What follows belongs to an exercise in optimizing a design on an open flow for small area; a production flow would make more cautious choices.
In this exercise RTL edits were held to simulation tests only and were not proved equivalent to the original.
No activity file was given, so power comes from the tool's default toggle rates.

$ cat design/flow/run.sh
#!/bin/bash
# synth_recipe.tcl (not shown) runs the flow's synth.tcl, then flattens the netlist and writes it again
# the make line also repeats each setting of config.mk as NAME=value (left out here)
make -C /OpenROAD-flow-scripts/flow DESIGN_CONFIG=/design/flow/config.mk WORK_HOME=/design/flow/orfs CLKGATE_MAP_FILE= SYNTH_SCRIPT=/design/flow/synth_recipe.tcl finish
$ cat design/flow/config.mk
export PLATFORM = sky130hd
export DESIGN_NAME = genius_top
export DESIGN_NICKNAME = genius_top
export VERILOG_FILES = /design/flow/design.v
export SDC_FILE = /design/flow/constraint.sdc
export NUM_CORES = 4
export LEC_CHECK = 0
export CAP_MARGIN = 20
export CORE_MARGIN = 2
export CORE_UTILIZATION = 40
export SLEW_MARGIN = 20
$ cat design/flow/constraint.sdc
create_clock -name core_clock -period 10.0 [get_ports {CLOCK_50}]
set_input_delay 2.0000 -clock core_clock [delete_from_list [all_inputs] [get_ports {CLOCK_50}]]
set_output_delay 2.0000 -clock core_clock [all_outputs]
set_load 0.01 [all_outputs]
$ cat design/flow/design.v
module	LevelToPulse(
			 Clock,
			 Reset,
			 Level,
			 Pulse 
	);
	input					Clock;	 
	input					Reset;	 
	input					Level;
	output	 reg			Pulse;
	parameter INICIAL = 2'd00, INTERMEDIARIO = 2'd01, FINAL = 2'd11;
	reg [1:0] state , proxState;
	always @(posedge Clock or negedge  Reset) begin
		if(!Reset) begin
			state <= INICIAL;
		end
		else state <= proxState;
	end
	always @(*) begin
		case(state)
		INICIAL:begin
			Pulse <= 0;
			if(Level == 0)begin
				proxState <= INTERMEDIARIO ;
			end
			else proxState <= INICIAL;
		end
		INTERMEDIARIO:begin
				Pulse <= 1;
				proxState <= FINAL;
		end
		FINAL:begin
			Pulse <= 1;
			if(Level == 1)begin
				proxState <= INICIAL ;
			end
			else proxState <= FINAL ;
		end
		default:begin
			Pulse <= 0;
			proxState <= INICIAL;
		end
		endcase
	end
endmodule  
module fsm_genius(		 
  input reset,				 
  input clock, 				 
  input btn0,
  input btn1,
  input btn2,
  input btn3,
  input timerPronto,
  input colorPronto,
  input [3:0] colorSeq,
  input [3:0]key,  
  output [3:0] disp7,
  output [6:0] disp7Scr,
  output [5:0] disp7Aux,
  output [3:0]color_out,
  output exibeCor,
  output pulseSeq,
  output setTimerOn,
  output [1:0] velocity
);
  reg [3:0]color;
  reg [3:0]code;
  reg [6:0]codeScr;
  reg [5:0]codeAux;
  reg [5:0] state;							 
  reg [5:0] next_state;			 
  reg [1:0] dificuldade;
  reg [1:0] velocidade;
  reg [1:0] modo;
  reg [5:0] qtd_cores;			 
  reg [5:0] indSeq ;
  reg [1:0] cor;				     
  reg [5:0] max_cor;				 
  reg [4:0] cor_atual;			 
  reg [3:0] seq[31:0];	     
  reg pulse;					       
  reg next_player;
  reg p1;	 
  reg stateTimer;
  reg stateColor;
  reg geraSeq;
  reg setColor;
  reg startTimer;
  reg btn0on;
  reg btn1on;
  reg btn2on;
  reg btn3on;
	parameter off=                  1,
				 menu=                 2,
	 			 dif1=                 3,
				 dif2=                 4,
				 dif3=                 5,
				 vel1=                 6,
				 vel2=                 7,
				 mode1=                8,
				 mode2=                9,
 				 gen_sequence=         10,
				 exibe_sequencia=      11,
				 errou=             	  12,
 				 acertou=              13,
 				 player_gera=          14,
 				 continuar=				  15,
				 player_responde=      16,
				 ganhou=					  17;	
  always @(posedge clock) begin
		if(!reset) begin
			state <= off;
		end
		else state <= next_state;
	end
  always @(posedge clock) begin
  if(!reset) begin
	color = 4'b0000;
	code <= 4'b0000;
	codeScr = 7'b0000000;
	codeAux <= 6'b000000;
	p1 = 1;
	stateTimer = 0;
	stateColor = 0;
	geraSeq <= 0;
	setColor = 0;
	startTimer <= 0;
	btn0on = 0;
	btn1on = 0;
	btn2on = 0;
	btn3on = 0;
	velocidade <= 0;
	qtd_cores = 0;
	indSeq = 0;
	next_state <= off;
  end else begin
	  case(state)
    	off:	begin 
			setColor = 1;
			color = 4'b0101;
			dificuldade=0;
			velocidade <= 0;
			modo =0;
			qtd_cores = 0;
			code <= 0;
			codeAux <= 0;
			codeScr = 0;
			indSeq = 0;
			next_state <= off;
			if(btn0) begin  
				next_state <= menu;
			end
		end
		menu:	begin
				next_state <= dif1;
				btn0on = 1;
		end
      dif1: begin 
			max_cor = 8;
			dificuldade = 1;
			code <= 1;	
			if(btn0 && !btn0on) begin 	
				btn0on = 1; next_state <= dif2;
			end
			if(!btn0) begin btn0on = 0; end
			if(btn1 && !btn1on) begin 
				btn1on = 1; next_state <= vel1;
			end
			if(!btn1) begin btn1on = 0; end
      end
		dif2:begin
			max_cor = 16;
			dificuldade = 2;
			code <= 2;
			if(btn0 && !btn0on) begin 	
				btn0on = 1; next_state <= dif3;
			end
			if(!btn0) begin btn0on = 0; end
			if(btn1 && !btn1on) begin 
				btn1on = 1; next_state <= vel1;
			end
			if(!btn1) begin btn1on = 0; end
		end
      dif3:begin
			max_cor = 32;
			dificuldade = 3;
			code <= 3;
			if(btn0 && !btn0on) begin  
				btn0on = 1; next_state <= dif1;
			end
			if(!btn0) begin btn0on = 0; end
			if(btn1 && !btn1on) begin 
				btn1on = 1; next_state <= vel1;
			end
			if(!btn1) begin btn1on = 0; end
		end
		vel1:begin
			velocidade <= 1;
			code <= 4;
			if(btn0 && !btn0on) begin  
				btn0on = 1; next_state <= vel2;
			end
			if(!btn0) begin btn0on = 0; end
			if(btn1 && !btn1on) begin 
				btn1on = 1; next_state <= mode1;
			end
			if(!btn1) begin btn1on = 0; end
		end
		vel2:begin
			velocidade <= 2;
			code <= 5;
			if(btn0 && !btn0on) begin  
				btn0on = 1; next_state <= vel1;
			end
			if(!btn0) begin btn0on = 0; end
			if(btn1 && !btn1on) begin 
				btn1on = 1; next_state <= mode1;
			end
			if(!btn1) begin btn1on = 0; end
		end
		mode1: begin
			modo = 1;
			code <= 6;
			if(btn0 && !btn0on) begin  
				btn0on = 1; next_state <= mode2;
			end
			if(!btn0) begin btn0on = 0; end
			if(btn1 && !btn1on) begin 
				btn1on = 1; next_state <= gen_sequence;
			end
			if(!btn1) begin btn1on = 0; end
		end
		mode2: begin 
			modo = 2;
			code <= 7;
			if(btn0 && !btn0on) begin  
				btn0on = 1; next_state <= mode1;
			end
			if(!btn0) begin btn0on = 0; end
			if(btn1 && !btn1on) begin 
				btn1on = 1; next_state <= player_gera;
			end
			if(!btn1) begin btn1on = 0; end
		end
		gen_sequence: begin
			if(colorPronto) begin 
				stateColor = 1;
				seq[qtd_cores] = colorSeq;
				geraSeq <= 0;
				next_state <= gen_sequence;
			end  
			else begin 
				if(!colorPronto && stateColor)begin 
					geraSeq <= 0; 
					stateColor = 0; 
					if(max_cor > qtd_cores)begin 
						qtd_cores = qtd_cores + 1;
						next_state <= exibe_sequencia;
					end else begin 
						if(qtd_cores == max_cor) begin 
							qtd_cores = 0;
							next_state <= ganhou;
						end
					end 
				end
				else begin geraSeq <= 1; end
			end
				codeScr = (qtd_cores * 2)-2;
				if(velocidade == 2) begin 
					codeScr = qtd_cores;	
				end
			end
	  exibe_sequencia: begin
		code <= 12;
	  if(timerPronto)begin 
		color = seq[indSeq];
		stateTimer = 1;
		code <= 13;
	  end else begin 
		  if(!timerPronto && stateTimer)begin 
				stateTimer = 0;
				indSeq = indSeq + 1;
				startTimer <= 0;
				if(qtd_cores > indSeq) begin 
					next_state <= exibe_sequencia; 	
				end else begin 
					if(indSeq == qtd_cores) begin 
					indSeq = 0;
					color = 4'b0110;  
					next_state <= player_responde;
					end
				end 
		  end else 	begin 
				startTimer <= 1;
				color = 4'b1111; 
			end
	  end
		end
		 continuar: begin 
			 if(btn0 && !btn0on) begin  
					btn0on = 1; 
					next_state <= gen_sequence; 
			 end
			 if(!btn0) begin btn0on = 0; end
      end
		player_responde: begin 
			code <= 11;
			if(btn0 && !btn0on) begin color = 4'b0011; end  
			if(btn1 && !btn1on) begin color = 4'b0100; end  
			if(btn2 && !btn2on) begin color = 4'b0010; end  
			if(btn3 && !btn3on) begin color = 4'b0001; end  
			if(!btn0) begin btn0on = 0; end
			if(!btn1) begin btn1on = 0; end
			if(!btn2) begin btn2on = 0; end
			if(!btn3) begin btn3on = 0; end
			if( (btn0 && !btn0on)||(btn1 && !btn1on)||(btn2 && !btn2on)||(btn3 && !btn3on) ) begin 
				btn0on = 1 ;
				btn1on = 1 ;
				btn2on = 1 ;
				btn3on = 1 ;
				if(seq [indSeq] == color)begin 
					indSeq = indSeq +1;
					if(indSeq < qtd_cores)begin
						next_state <= player_responde;
					end else begin  
						if(indSeq == qtd_cores)begin
							indSeq = 0;
							color = 4'b1111;
							next_state <= acertou;
						end
					end	
				end else if(seq [indSeq] != color)begin 
					next_state <= errou;
				end
			end
				codeAux <= indSeq;
		end
		acertou: begin 
			startTimer <= 1;
			if(timerPronto) begin
				startTimer <= 0;
				code <= 9;  
				if(modo == 1) begin next_state <= gen_sequence;end
				if(modo == 2) begin next_state <= player_gera; end	
			end 
		end
		errou: begin 
			codeAux <= 33;
			code <= 14;
			if(btn0 && !btn0on) begin  
				qtd_cores = 0;
				indSeq = 0;
				btn0on = 1; 
				next_state <= gen_sequence;
			end
			if(!btn0) begin btn0on = 0; end
			if(btn1 && !btn1on) begin 
				qtd_cores = 0;
				btn1on = 1; next_state <= off;
			end
			if(!btn1) begin btn1on = 0; end
		end
		ganhou:begin 
			codeAux <= 34;
			code <= 14;  
			if(btn0 && !btn0on) begin  
				qtd_cores = 0;
				btn0on = 1; 
				if(modo == 1) begin 
					next_state <= gen_sequence;
				end
				if(modo == 2) begin 
					next_state <= player_gera;
				end
			end
			if(!btn0) begin btn0on = 0; end
			if(btn1 && !btn1on) begin 
				qtd_cores = 0;
				btn1on = 1; next_state <= off;
			end
			if(!btn1) begin btn1on = 0; end
		end
		player_gera: begin 
			p1 = ~p1;
			code <= 10;
			if(btn0 && !btn0on) begin color = 4'b0011; end  
			if(btn1 && !btn1on) begin color = 4'b0100; end  
			if(btn2 && !btn2on) begin color = 4'b0010; end  
			if(btn3 && !btn3on) begin color = 4'b0001; end  
			if(!btn0) begin btn0on = 0; end
			if(!btn1) begin btn1on = 0; end
			if(!btn2) begin btn2on = 0; end
			if(!btn3) begin btn3on = 0; end
			if( (btn0 && !btn0on)||(btn1 && !btn1on)||(btn2 && !btn2on)||(btn3 && !btn3on) ) begin 
				btn0on = 1 ;
				btn1on = 1 ;
				btn2on = 1 ;
				btn3on = 1 ;
				seq[qtd_cores] = color;
				if(max_cor > qtd_cores)begin 
					qtd_cores = qtd_cores + 1;
					next_state <= exibe_sequencia;
				end else begin 
					if(qtd_cores == max_cor) begin 
						qtd_cores = 0;
						next_state <= ganhou;
					end
				end 
			end
				codeScr = (qtd_cores * 2)-2;
				if(velocidade == 2) begin 
					codeScr = qtd_cores;	
				end
		end
		default: next_state <= off;
	  endcase
	  end
	  end
	  assign color_out[3:0]   = color;
	  assign disp7[3:0]   = code;
	  assign disp7Scr[6:0]   = codeScr;
	  assign disp7Aux[5:0]   = codeAux;
	  assign pulseSeq = geraSeq;
	  assign setTimerOn = startTimer;
	  assign velocity = velocidade;
	  assign exibeCor = setColor;
	  endmodule
module RandColor(
  input  clk,
  input  reset,
  input  enable,
  output reg [5:0] data,
  output reg [3:0] signal,
  output reg colorPronto
);
reg [5:0] data_next;
reg [1:0] rnd;
always @(*) begin
  data_next[4] = data[4]^data[1];
  data_next[3] = data[3]^data[0];
  data_next[2] = data[2]^data_next[4];
  data_next[1] = data[1]^data_next[3];
  data_next[0] = data[0]^data_next[2];
  data_next[5] = data[5];
  rnd[0] = data_next[1];
  rnd[1] = data_next[3];
end
always @(posedge clk) begin
  if (~reset) begin
    data <= 6'd0;
    signal <= 4'b0000;
    colorPronto <= 0;
  end
  else if (~enable) begin
    data <= data + signal + 4'hc;
	 colorPronto <= 0;
	 end
  else begin
		  case(rnd) 
			 2'b00: begin
				signal <= 4'b0001; 
			 end
			 2'b01: begin
				signal <= 4'b0010; 
			 end
			 2'b10: begin
				signal <= 4'b0100;
			 end
			 2'b11: begin
				signal <= 4'b0011;
			 end
		  endcase
		  colorPronto <= 1;
		  data <= data_next;
	end
end
endmodule
`timescale 1ns / 1ps
module counter1second #(
	parameter BIT_VEL1 = 4,
	parameter BIT_VEL2 = 5
) (
	input clock,     
	input reset,
	input [1:0] velocidade,
	input enable,
	output [3:0] y
);
	reg [31:0] value;
	reg saida;
always @(posedge clock) begin
	if (!reset) begin
		value <= 32'd0;
		saida <= 1'b0;
	end else begin
	value <= enable ? (value + 1'b1) : 4'b0000 ;
	if(velocidade == 1) begin 	saida <= value [BIT_VEL1];  end 
	if(velocidade == 2) begin 	saida <= value [BIT_VEL2];  end 
	end
end
	assign y = saida;
endmodule
`timescale 1ns / 1ps
module dec7seg(
   input  [3:0] X,
   output [6:0] segment0,
   output [6:0] segment1,
   output [6:0] segment2,
   output [6:0] segment3
);
	reg [6:0] seg0,seg1,seg2,seg3;
	always@ (*) begin
		case(X)
		0:begin  
		seg0 = ~(7'b0000000);
		seg1 = ~(7'b1110001);
		seg2 = ~(7'b1110001);
		seg3 = ~(7'b0111111);
		end
		1:begin  
		seg0 = ~(7'b0000110);
		seg1 = ~(7'b1110001);
		seg2 = ~(7'b0000110);
		seg3 = ~(7'b1011110);
		end
		2:begin  
		seg0 = ~(7'b1011011);
		seg1 = ~(7'b1110001);
		seg2 = ~(7'b0000110);
		seg3 = ~(7'b1011110);
		end
		3:begin  
		seg0 = ~(7'b1001111);
		seg1 = ~(7'b1110001);
		seg2 = ~(7'b0000110);
		seg3 = ~(7'b1011110);
		end
		4:begin  
		seg0 = ~(7'b0000110);
		seg1 = ~(7'b0111000);
		seg2 = ~(7'b1111001);
		seg3 = ~(7'b0111110);
		end
		5:begin  
		seg0 = ~(7'b1011011);
		seg1 = ~(7'b0111000);
		seg2 = ~(7'b1111001);
		seg3 = ~(7'b0111110);
		end
		6:begin  
		seg0 = ~(7'b0000000);
		seg1 = ~(7'b0000000);
		seg2 = ~(7'b0111001);
		seg3 = ~(7'b1110011);
		end
		7:begin	 
		seg0 = ~(7'b0000000);
		seg1 = ~(7'b1110011);
		seg2 = ~(7'b0111110);
		seg3 = ~(7'b1110011);
		end
		8:begin	 
		seg0 = ~(7'b1011100);
		seg1 = ~(7'b1010000);
		seg2 = ~(7'b1010000);
		seg3 = ~(7'b1111001);
		end
		9:begin	 
		seg0 = ~(7'b1101101);
		seg1 = ~(7'b1101101);
		seg2 = ~(7'b0111110);
		seg3 = ~(7'b1101101);
		end
		10:begin  
		seg0 = ~(7'b0000110);
		seg1 = ~(7'b1111101);
		seg2 = ~(7'b0000110);
		seg3 = ~(7'b1011110);
		end
		11:begin	 
		seg0 = ~(7'b1110011);
		seg1 = ~(7'b1101101);
		seg2 = ~(7'b1111001);
		seg3 = ~(7'b1010000);
		end
		12:begin  
		seg0 = ~(7'b1111111);
		seg1 = ~(7'b1111111);
		seg2 = ~(7'b1111111);
		seg3 = ~(7'b1111111);
		end
		13:begin  
		seg0 = ~(7'b0000000);
		seg1 = ~(7'b0000000);
		seg2 = ~(7'b0000000);
		seg3 = ~(7'b0000000);
		end
		14:begin  
		seg0 = ~(7'b0110001);
		seg1 = ~(7'b1010100);
		seg2 = ~(7'b1011100);
		seg3 = ~(7'b0111001);
		end
				default:begin
			seg0 = 7'b1111111;
			seg1 = 7'b1111111;
			seg2 = 7'b1111111;
			seg3 = 7'b1111111;
		end
		endcase
	end
	assign segment0 = seg0;
	assign segment1 = seg1;
	assign segment2 = seg2;
	assign segment3 = seg3;
endmodule
`timescale 1ns / 1ps
module dec7segScr(
   input  [6:0] X,
   output [6:0] segment5,
   output [6:0] segment4
);
	reg [6:0] seg5,seg4;
	always@ (*) begin
		case(X)
			6'd0:begin 
				seg5 = ~(7'b0111111);
				seg4 = ~(7'b0111111);
			end
			6'd1:begin 
				seg5 = ~(7'b0111111);
				seg4 = ~(7'b0000110);
			end
			6'd2:begin 
				seg5 = ~(7'b0111111);
				seg4 = ~(7'b1011011);
			end
			6'd3:begin 
				seg5 = ~(7'b0111111);
				seg4 = ~(7'b1001111);
			end
			6'd4:begin 
				seg5 = ~(7'b0111111);
				seg4 = ~(7'b1100110);
			end
			6'd5:begin 
				seg5 = ~(7'b0111111);
				seg4 = ~(7'b1101101);
			end
			6'd6:begin 
				seg5 = ~(7'b0111111);
				seg4 = ~(7'b1111101);
			end
			6'd7:begin 
				seg5 = ~(7'b0111111);
				seg4 = ~(7'b0000111);
			end
			6'd8:begin 
				seg5 = ~(7'b0111111);
				seg4 = ~(7'b1111111);
			end
			6'd9:begin 
				seg5 = ~(7'b0111111);
				seg4 = ~(7'b1101111);
			end
			6'd10:begin 
				seg5 = ~(7'b0111111);
				seg4 = ~(7'b0111111);
			end
			6'd11:begin 
				seg5 = ~(7'b0000110);
				seg4 = ~(7'b0000110);
			end
			6'd12:begin 
				seg5 = ~(7'b0000110);
				seg4 = ~(7'b1011011);
			end
			6'd13:begin 
				seg5 = ~(7'b0000110);
				seg4 = ~(7'b1001111);
			end
			6'd14:begin 
				seg5 = ~(7'b0000110);
				seg4 = ~(7'b1100110);
			end
			6'd15:begin 
				seg5 = ~(7'b0000110);
				seg4 = ~(7'b1101101);
			end
			6'd16:begin 
				seg5 = ~(7'b0000110);
				seg4 = ~(7'b1111101);
			end
			6'd17:begin 
				seg5 = ~(7'b0000110);
				seg4 = ~(7'b0000111);
			end
			6'd18:begin 
				seg5 = ~(7'b0000110);
				seg4 = ~(7'b1111111);
			end
			6'd19:begin 
				seg5 = ~(7'b0000110);
				seg4 = ~(7'b1101111);
			end
			6'd20:begin 
				seg5 = ~(7'b1011011);
				seg4 = ~(7'b0111111);
			end
			6'd21:begin 
				seg5 = ~(7'b1011011);
				seg4 = ~(7'b0000110);
			end
			6'd22:begin 
				seg5 = ~(7'b1011011);
				seg4 = ~(7'b1011011);
			end
			6'd23:begin 
				seg5 = ~(7'b1011011);
				seg4 = ~(7'b1001111);
			end
			6'd24:begin 
				seg5 = ~(7'b1011011);
				seg4 = ~(7'b1100110);
			end
			6'd25:begin 
				seg5 = ~(7'b1011011);
				seg4 = ~(7'b1101101);
			end
			6'd26:begin 
				seg5 = ~(7'b1011011);
				seg4 = ~(7'b1111101);
			end
			6'd27:begin 
				seg5 = ~(7'b1011011);
				seg4 = ~(7'b0000111);
			end
			6'd28:begin 
				seg5 = ~(7'b1011011);
				seg4 = ~(7'b1111111);
			end
			6'd29:begin 
				seg5 = ~(7'b1011011);
				seg4 = ~(7'b1101111);
			end
			6'd30:begin 
				seg5 = ~(7'b1001111);
				seg4 = ~(7'b0111111);
			end
			6'd31:begin 
				seg5 = ~(7'b1001111);
				seg4 = ~(7'b0000110);
			end
			6'd32:begin 
				seg5 = ~(7'b1001111);
				seg4 = ~(7'b1011011);
			end
			6'd33:begin 
				seg5 = ~(7'b1001111);
				seg4 = ~(7'b1001111);
			end
			6'd34:begin 
				seg5 = ~(7'b1001111);
				seg4 = ~(7'b1100110);
			end
			6'd35:begin 
				seg5 = ~(7'b1001111);
				seg4 = ~(7'b1101101);
			end
			6'd36:begin 
				seg5 = ~(7'b1001111);
				seg4 = ~(7'b1111101);
			end
			6'd37:begin 
				seg5 = ~(7'b1001111);
				seg4 = ~(7'b0000111);
			end
			6'd38:begin 
				seg5 = ~(7'b1001111);
				seg4 = ~(7'b1111111);
			end
			6'd39:begin 
				seg5 = ~(7'b1001111);
				seg4 = ~(7'b1101111);
			end
			6'd40:begin 
				seg5 = ~(7'b1100110);
				seg4 = ~(7'b0111111);
			end
			6'd41:begin 
				seg5 = ~(7'b1100110);
				seg4 = ~(7'b0000110);
			end
			6'd42:begin 
				seg5 = ~(7'b1100110);
				seg4 = ~(7'b1011011);
			end
			6'd43:begin 
				seg5 = ~(7'b1100110);
				seg4 = ~(7'b0000110);
			end
			6'd44:begin 
				seg5 = ~(7'b1100110);
				seg4 = ~(7'b1100110);
			end
			6'd45:begin 
				seg5 = ~(7'b1100110);
				seg4 = ~(7'b1101101);
			end
			6'd46:begin 
				seg5 = ~(7'b1100110);
				seg4 = ~(7'b1111101);
			end
			6'd47:begin 
				seg5 = ~(7'b1100110);
				seg4 = ~(7'b0000111);
			end
			6'd48:begin 
				seg5 = ~(7'b1100110);
				seg4 = ~(7'b1111111);
			end
			6'd49:begin 
				seg5 = ~(7'b1100110);
				seg4 = ~(7'b1101111);
			end
			6'd50:begin 
				seg5 = ~(7'b1101101);
				seg4 = ~(7'b0111111);
			end
			6'd51:begin 
				seg5 = ~(7'b1101101);
				seg4 = ~(7'b0000110);
			end
			6'd52:begin 
				seg5 = ~(7'b1101101);
				seg4 = ~(7'b1011011);
			end
			6'd53:begin 
				seg5 = ~(7'b1101101);
				seg4 = ~(7'b0000110);
			end
			6'd54:begin 
				seg5 = ~(7'b1101101);
				seg4 = ~(7'b1100110);
			end
			6'd55:begin 
				seg5 = ~(7'b1101101);
				seg4 = ~(7'b0000110);
			end
			6'd56:begin 
				seg5 = ~(7'b1101101);
				seg4 = ~(7'b1111101);
			end
			6'd57:begin 
				seg5 = ~(7'b1101101);
				seg4 = ~(7'b0000111);
			end
			6'd58:begin 
				seg5 = ~(7'b1101101);
				seg4 = ~(7'b1111111);
			end
			6'd59:begin 
				seg5 = ~(7'b1101101);
				seg4 = ~(7'b1101111);
			end
			6'd60:begin 
				seg5 = ~(7'b1111101);
				seg4 = ~(7'b0111111);
			end
			6'd61:begin 
				seg5 = ~(7'b1111101);
				seg4 = ~(7'b0000110);
			end
			6'd62:begin 
				seg5 = ~(7'b1111101);
				seg4 = ~(7'b1011011);
			end
			6'd63:begin 
				seg5 = ~(7'b1111101);
				seg4 = ~(7'b0000110);
			end
			6'd64:begin 
				seg5 = ~(7'b1111101);
				seg4 = ~(7'b1100110);
			end
				default:begin
			seg5 = 7'b1111111;
			seg4 = 7'b1111111;
		end
		endcase
	end
	assign segment5 = seg5;
	assign segment4 = seg4;
endmodule
`timescale 1ns / 1ps
module dec7segAux(
   input  [5:0] X,
   output [6:0] segment7,
   output [6:0] segment6
   );
	reg [6:0] seg7,seg6;
	always@ (*) begin
		case(X)
			0:begin 
				seg7 = ~(7'b0111111);
				seg6 = ~(7'b0111111);
			end
			1:begin 
				seg7 = ~(7'b0111111);
				seg6 = ~(7'b0000110);
			end
			2:begin 
				seg7 = ~(7'b0111111);
				seg6 = ~(7'b1011011);
			end
			3:begin 
				seg7 = ~(7'b0111111);
				seg6 = ~(7'b1001111);
			end
			4:begin 
				seg7 = ~(7'b0111111);
				seg6 = ~(7'b1100110);
			end
			5:begin 
				seg7 = ~(7'b0111111);
				seg6 = ~(7'b1101101);
			end
			6:begin 
				seg7 = ~(7'b0111111);
				seg6 = ~(7'b1111101);
			end
			7:begin 
				seg7 = ~(7'b0111111);
				seg6 = ~(7'b0000111);
			end
			8:begin 
				seg7 = ~(7'b0111111);
				seg6 = ~(7'b1111111);
			end
			9:begin 
				seg7 = ~(7'b0111111);
				seg6 = ~(7'b1101111);
			end
			10:begin 
				seg7 = ~(7'b0111111);
				seg6 = ~(7'b0111111);
			end
			11:begin 
				seg7 = ~(7'b0000110);
				seg6 = ~(7'b0000110);
			end
			12:begin 
				seg7 = ~(7'b0000110);
				seg6 = ~(7'b1011011);
			end
			13:begin 
				seg7 = ~(7'b0000110);
				seg6 = ~(7'b1001111);
			end
			14:begin 
				seg7 = ~(7'b0000110);
				seg6 = ~(7'b1100110);
			end
			15:begin 
				seg7 = ~(7'b0000110);
				seg6 = ~(7'b1101101);
			end
			16:begin 
				seg7 = ~(7'b0000110);
				seg6 = ~(7'b1111101);
			end
			17:begin 
				seg7 = ~(7'b0000110);
				seg6 = ~(7'b0000111);
			end
			18:begin 
				seg7 = ~(7'b0000110);
				seg6 = ~(7'b1111111);
			end
			19:begin 
				seg7 = ~(7'b0000110);
				seg6 = ~(7'b1101111);
			end
			20:begin 
				seg7 = ~(7'b1011011);
				seg6 = ~(7'b0111111);
			end
			21:begin 
				seg7 = ~(7'b1011011);
				seg6 = ~(7'b0000110);
			end
			22:begin 
				seg7 = ~(7'b1011011);
				seg6 = ~(7'b1011011);
			end
			23:begin 
				seg7 = ~(7'b1011011);
				seg6 = ~(7'b1001111);
			end
			24:begin 
				seg7 = ~(7'b1011011);
				seg6 = ~(7'b1100110);
			end
			25:begin 
				seg7 = ~(7'b1011011);
				seg6 = ~(7'b1101101);
			end
			26:begin 
				seg7 = ~(7'b1011011);
				seg6 = ~(7'b1111101);
			end
			27:begin 
				seg7 = ~(7'b1011011);
				seg6 = ~(7'b0000111);
			end
			28:begin 
				seg7 = ~(7'b1011011);
				seg6 = ~(7'b1111111);
			end
			29:begin 
				seg7 = ~(7'b1011011);
				seg6 = ~(7'b1101111);
			end
			30:begin 
				seg7 = ~(7'b1001111);
				seg6 = ~(7'b0111111);
			end
			31:begin 
				seg7 = ~(7'b1001111);
				seg6 = ~(7'b0000110);
			end
			32:begin
				seg7 = ~(7'b1001111);
				seg6 = ~(7'b1011011);
			end
			33:begin 
				seg7 = ~(7'b1111001);
				seg6 = ~(7'b1010000);
			end
			34:begin 
				seg7 = ~(7'b1101101);
				seg6 = ~(7'b1101101);
			end
				default:begin
			seg7 = 7'b1111111;
			seg6 = 7'b1111111;
		end
		endcase
	end
	assign segment7 = seg7;
	assign segment6 = seg6;
endmodule
module genius_top
	(
		input CLOCK_50,
		input RESET_N,
		input [3:0] KEY,
		output [7:0] LEDG,
		output [3:0] COLOR,
		output [6:0] HEX0,
		output [6:0] HEX1,
		output [6:0] HEX2,
		output [6:0] HEX3,
		output [6:0] HEX4,
		output [6:0] HEX5,
		output [6:0] HEX6,
		output [6:0] HEX7
	);
	wire LockReset = RESET_N;
	wire timerPronto;
	wire colorPronto;
	wire setTimerOn;
	wire pulseSeq;
	wire setColor;
	wire btn0;
	wire btn1;
	wire btn2;
	wire btn3;
	wire [1:0] velSelecionada;
	wire [3:0] signalRand;
	wire [3:0] color_fsm;
	wire [3:0] code;
	wire [6:0] codeScr;
	wire [5:0] codeAux;
	wire [5:0] auxData;
	wire [3:0] timerOut;
	LevelToPulse	LockEnterPulse0	(
						.Clock(				CLOCK_50),
						.Reset(				LockReset),
						.Level(				KEY[0]),
						.Pulse(				btn0));
	LevelToPulse	LockEnterPulse1	(
						.Clock(				CLOCK_50),
						.Reset(				LockReset),
						.Level(				KEY[1]),
						.Pulse(				btn1));
	LevelToPulse	LockEnterPulse2	(
						.Clock(				CLOCK_50),
						.Reset(				LockReset),
						.Level(				KEY[2]),
						.Pulse(				btn2));
	LevelToPulse	LockEnterPulse3	(
						.Clock(				CLOCK_50),
						.Reset(				LockReset),
						.Level(				KEY[3]),
						.Pulse(				btn3));
	fsm_genius FSM(.clock(CLOCK_50),
		.reset(LockReset),
		.key(KEY),
		.btn0(btn0),
		.btn1(btn1),
		.btn2(btn2),
		.btn3(btn3),
		.timerPronto(timerPronto),
		.colorPronto(colorPronto),
		.colorSeq(signalRand),
		.color_out(color_fsm),
		.disp7(code),
		.disp7Scr(codeScr),
		.disp7Aux(codeAux),
		.pulseSeq(pulseSeq),
		.exibeCor(setColor),
		.setTimerOn(setTimerOn),
		.velocity(velSelecionada)
		);
	assign LEDG[1:0] = {btn0,btn0};
	assign LEDG[3:2] = {btn1,btn1};
	assign LEDG[5:4] = {btn2,btn2};
	assign LEDG[7:6] = {btn3,btn3};
	assign COLOR = color_fsm;
	RandColor rand_gen(.clk(CLOCK_50), .reset(LockReset), .enable(pulseSeq), .data(auxData), .signal(signalRand), .colorPronto(colorPronto));
	counter1second contador (.clock(CLOCK_50), .reset(LockReset), .velocidade(velSelecionada), .enable(setTimerOn), .y(timerOut));
	assign timerPronto = timerOut[0];
	dec7seg dec7segDisplay (.X(code), .segment0(HEX0), .segment1(HEX1), .segment2(HEX2), .segment3(HEX3));
	dec7segScr dec7segScrDisplay (.X(codeScr), .segment5(HEX5), .segment4(HEX4));
	dec7segAux dec7segScrDisplayAux (.X(codeAux), .segment7(HEX7), .segment6(HEX6));
endmodule
==> metrics list <==
* Number of nets still failing antenna checks after routing: 0
* Worst setup path start: FSM.indSeq[0]
- Data arrival time at the worst-slack endpoint: around 6.3 ns
* Area growth syn-to-layout: 13.34%
- The initial utilization of the core area, before any placement, comes to 40.57%.
- Row count: 70
- Resized cells post-CTS: 0
- When the netlist entered floorplanning its net count stood at approximately 1700.
- The routed design could run at a clock period as short as 5.787 ns.
- Leakage power: about 6.3 nW
- The final route contains 12880 vias.
- Number of global-route vias before repair: 11770
- Setup violations remaining at the end of the flow were counted as 0.
* Yosys top cell by area: sky130_fd_sc_hd__edfxtp_1
- After Yosys synthesis, and, or, nand and nor cells account for 18.83% of the synthesized area.
- After clock tree synthesis, the clock-pin slew on the worst setup and hold paths is 0.06 ns.
- Dominant synthesized flop cell: sky130_fd_sc_hd__edfxtp_1
- First-pass GRT wire length: 70220 µm
- Maximum fanout count along the critical path: 20
* Timing endpoint of the critical path: HEX6[6]
* Post-Route Skew: 0.01447 ns
- The synthesized netlist occupies a cell area of approximately 0.015 mm².
- The first routing iteration left 1647 violations.
- The critical path is of the flop to flop type.
* Fraction of final layout cells with drive strength greater than 1: 7.365%
- Part of the Yosys area used for sequential elements: between 40% and 50%
- Setup slack of the worst register-to-register path: 4.21 ns
- Share of flip-flops with an asynchronous set or reset after synthesis: 3.008%
* Number of enable flip-flop cells after synthesis: 133
- The die is 196.7 µm tall.
* Number of hold violations in the final report: 0
* Half-perimeter wire length after placement: 31710 µm
* Mapped Cells: 1610
- The worst setup path is launched from a flop.
- Wires add up to ~45000 µm.
- The final number of max-transition violations is 0.
- Chip width: 196.7 µm
- Dividing the detail-routed wire length by the instance count gives 21.41 µm.
- In the final design database the tool counted 1685 nets.
- In the synthesized netlist, mux cells make up 2.367% of the area.
- Of the post-synthesis cell area, the dominant cell type holds between 20% and 30%.
- Global routing consumed, over all layers together, 23.11% of the routing resources.
- Clock insertion delay at the later pin of the skew report: 0.58 ns
* Dominant cell by count in the synthesized netlist: sky130_fd_sc_hd__nor2_1
* Worst min-delay path class: flop to flop
* Largest net degree at the start of global routing: 54
- Clk sink count: 266
- For this design the ratio of total power to cell area is 174.1 mW/mm².
* Vias per Instance: 6.101
- By area, the combinational part of the netlist is dominated by compound AO/OA/AOI/OAI gates.
- Number of warnings issued by yosys: 10
* Last weighted congestion value of the routability-driven placer: 0.9595
* Post-CTS Setup Inserts: 0
- Summing the areas of all fa, ha and maj instances in the mapped netlist gives 4.920% of the synthesized area.
* Total Neg Setup Slack: 0 ns
* Worst-case hold slack: 0.4476 ns
- Core region area: 0.03661 mm²
- The tree is rooted in a sky130_fd_sc_hd__clkbuf_16.
- In this run the number of H-tree levels came out at 1.
* Max rail drop VDD: approximately 0.00013 V
- Unrepaired setup endpoints after global routing: false
* Die footprint: 0.03869 mm²
- Synth unique cells: 95
* Slew at the pin closest to its max-slew limit: 1.163 ns
- The flow ran to the end and the layout has no timing, DRC or antenna violations.
- Required time reported for the critical path endpoint: 10.50 ns
* Number of buffers created by CTS: 30
- Area fraction in compound gates after synthesis: between 20 and 25%
* Relative slew slack: 22.46%
- In this run the deepest clock path goes through 3 buffers.
* Synthesis-stage register bit count: 266
- Hold-fix buffers at CTS: 0
- The worst register-to-register path ends at HEX6[6].
* Share of the cycle needed by the critical path after routing: between 50 and 60%
- Diodes inserted: 0
* CTS tree: done
- IO buf count: 73
* Ranking of synthesized cells by area: sky130_fd_sc_hd__edfxtp_1 (27%), sky130_fd_sc_hd__dfxtp_1 (17%), sky130_fd_sc_hd__ha_1 (4.7%)
* DRC violations left: 0
- The startpoint identified for the worst register-to-register timing path is FSM.indSeq[0].
- Initial antenna violation count: 0
- Max Clock Freq: 172.8 MHz
* Remaining Overflow, GRT: 0
- Average instance area after synthesis: between 9 and 10 µm²
- Max-capacitance violation count: 0
- The pre-antenna-repair detailed-routing pass consisted of 6 iterations.
- R2R cell count: 20
* Top-level port count: 74
- STA classifies the critical path endpoint as a flop.
* Ranking of synthesized cells by instance count: sky130_fd_sc_hd__nor2_1 (157), sky130_fd_sc_hd__nand2_1 (149), sky130_fd_sc_hd__edfxtp_1 (133), sky130_fd_sc_hd__a21oi_1 (125), sky130_fd_sc_hd__dfxtp_1 (125)
* Synthesized-area fraction occupied by xor and xnor cells: 1.837%
## worst min-delay path by stage
stage	startpoint	end	slack (ns)	cells past startpoint
after floorplan	contador.value[0]	contador.value[0]	0.41	1
after global placement	contador.value[0]	contador.value[0]	0.43	1
after detailed placement	contador.value[0]	contador.value[0]	0.44	1
after CTS	LockEnterPulse3.state[1]	LockEnterPulse3.state[1]	0.45	1
after global routing	contador.value[0]	contador.value[0]	0.47	1
final	contador.value[0]	contador.value[0]	0.45	1
## cell families (layout without fill, tap and decap cells)
group                      after synthesis  in the layout
adders and majority gates               58             58
muxes                                   33             33
and+or+nand+nor                        566            566
DFF                                    266            266
AOI/OAI and AO/OA                      485            485
xor gates and xnor gates                28             28
buffers and inverters                  174            207
## power breakdown
part | total, mW | internal [mW] | switching [mW]
sequential | 1.24 | 1.19 | 0.0472
combinational | 0.549 | 0.211 | 0.338
clock | 1.14 | 0.689 | 0.455
total | 2.93 | 2.09 | 0.841
## critical path, stage by stage (launching register included)
cell and delay, ns:
sky130_fd_sc_hd__dfxtp_1 0.38, sky130_fd_sc_hd__ha_1 0.52, sky130_fd_sc_hd__and3_1 0.36, sky130_fd_sc_hd__ha_1 0.23, sky130_fd_sc_hd__a22oi_1 0.23, sky130_fd_sc_hd__o21ai_1 0.11
sky130_fd_sc_hd__a2111oi_0 0.64, sky130_fd_sc_hd__nand4b_1 0.32, sky130_fd_sc_hd__mux2i_2 0.32, sky130_fd_sc_hd__and3_1 0.22, sky130_fd_sc_hd__nand2_1 0.13, sky130_fd_sc_hd__mux2i_1 0.16
sky130_fd_sc_hd__o22ai_1 0.24, sky130_fd_sc_hd__nand2_1 0.22, sky130_fd_sc_hd__inv_1 0.26, sky130_fd_sc_hd__ha_1 0.36, sky130_fd_sc_hd__inv_1 0.10, sky130_fd_sc_hd__or4b_4 0.53
sky130_fd_sc_hd__a31oi_2 0.16, sky130_fd_sc_hd__a211oi_1 0.08, sky130_fd_sc_hd__o211ai_2 0.13
## metrics by stage
step	setup slack [ns]	total power, mW	instance area [µm²]	instances	util, %
after detailed placement	4.309	1.794	15810	2058	43.19
final	4.213	2.931	16830	2111	45.98
after CTS	4.295	2.942	16830	2111	45.98
after floorplan	5.264	1.617	14850	1610	-
after global placement	4.475	1.797	15810	2058	43.19
after global routing	3.998	3.049	16830	2111	45.98
## area by class of cell
| class | instances | area [µm²] |
|---|---|---|
| clock buffer | 34 | 785.8 |
| clock inverter | 19 | 236.5 |
| timing repair buffer | 91 | 860.8 |
| fill | 3446 | 19780 |
| multi-input combinational | 1170 | 7431 |
| tap | 468 | 585.6 |
| sequential | 266 | 6698 |
| inverter | 63 | 236.5 |
## cell usage in the layout (no fill, tap or decap), types with 16 or more instances in the layout
cell type,Yosys,routed
sky130_fd_sc_hd__clkbuf_16,0,30
sky130_fd_sc_hd__nand3b_1,16,16
sky130_fd_sc_hd__xnor2_1,19,19
sky130_fd_sc_hd__o22ai_1,23,23
sky130_fd_sc_hd__inv_1,56,56
sky130_fd_sc_hd__o21ai_0,94,91
sky130_fd_sc_hd__nand3_1,45,45
sky130_fd_sc_hd__buf_4,13,18
sky130_fd_sc_hd__clkdlybuf4s50_1,0,72
sky130_fd_sc_hd__mux2i_1,24,24
sky130_fd_sc_hd__nand2_1,149,149
sky130_fd_sc_hd__dfxtp_1,125,124
sky130_fd_sc_hd__a31oi_1,35,35
sky130_fd_sc_hd__nor2b_1,18,18
sky130_fd_sc_hd__and2_1,23,23
sky130_fd_sc_hd__a22oi_1,26,26
sky130_fd_sc_hd__a21oi_1,125,125
sky130_fd_sc_hd__ha_1,56,56
sky130_fd_sc_hd__edfxtp_1,133,133
sky130_fd_sc_hd__a211oi_1,18,18
sky130_fd_sc_hd__or2_2,20,20
sky130_fd_sc_hd__nand2b_1,27,27
sky130_fd_sc_hd__nor2_1,157,157
sky130_fd_sc_hd__nor3_1,27,27
## state kept, by name (all words and copies together) (netlist names), 3 cells and up, named ones only
| name | cells |
|---|---|
| FSM.seq | 128 |
| FSM.codeScr | 7 |
| HEX0 | 7 |
| HEX1 | 7 |
| HEX2 | 7 |
| HEX3 | 7 |
| HEX6 | 7 |
| FSM.codeAux | 6 |
| FSM.indSeq | 6 |
| FSM.next_state | 6 |
| FSM.qtd_cores | 6 |
| FSM.state | 6 |
| HEX7 | 6 |
| contador.value | 6 |
| rand_gen.data | 5 |
| FSM.code | 4 |
| FSM.color | 4 |
| FSM.max_cor | 3 |
| rand_gen.signal | 3 |
## layer usage
layer / vias up / global-route usage (%) / wire length (µm)
met2: 638 / 33.70 / 18960
met4: 0 / 5.737 / 1067
li1: 5979 / - / -
met3: 75 / 3.901 / 4209
met1: 6188 / 35.40 / 20970
met5: - / 0 / 0

-- re-timing with driven ports --
How much do the figures lean on ideal ports? The routed layout below was timed once more, with nothing changed but the port constraints.
Step 1 sets driving cells, clkbuf_16 on the clock port and buf_2 on the other inputs (assumed; they add their load-dependent delay and slew).
Step 2 adds t to the input delays and takes it off the output delays; t is the mean of the earliest and latest rising clock arrival at the registers after step 1. Input paths then give back, and output paths get back, about the clock's delay inside the block.
Three values: ideal ports, drivers, drivers and shift; two values: the first two.
t, ns: 0.623
slack for setup (ns): 4.213 / 4.213 / 4.213
worst slew at a driven data input, ns: 0.04
pins driven straight from the clock port: 1
After both steps this run still meets setup and hold. The setup slack of this run moves by 0.000 ns with the drivers and by 0.000 ns with both steps.
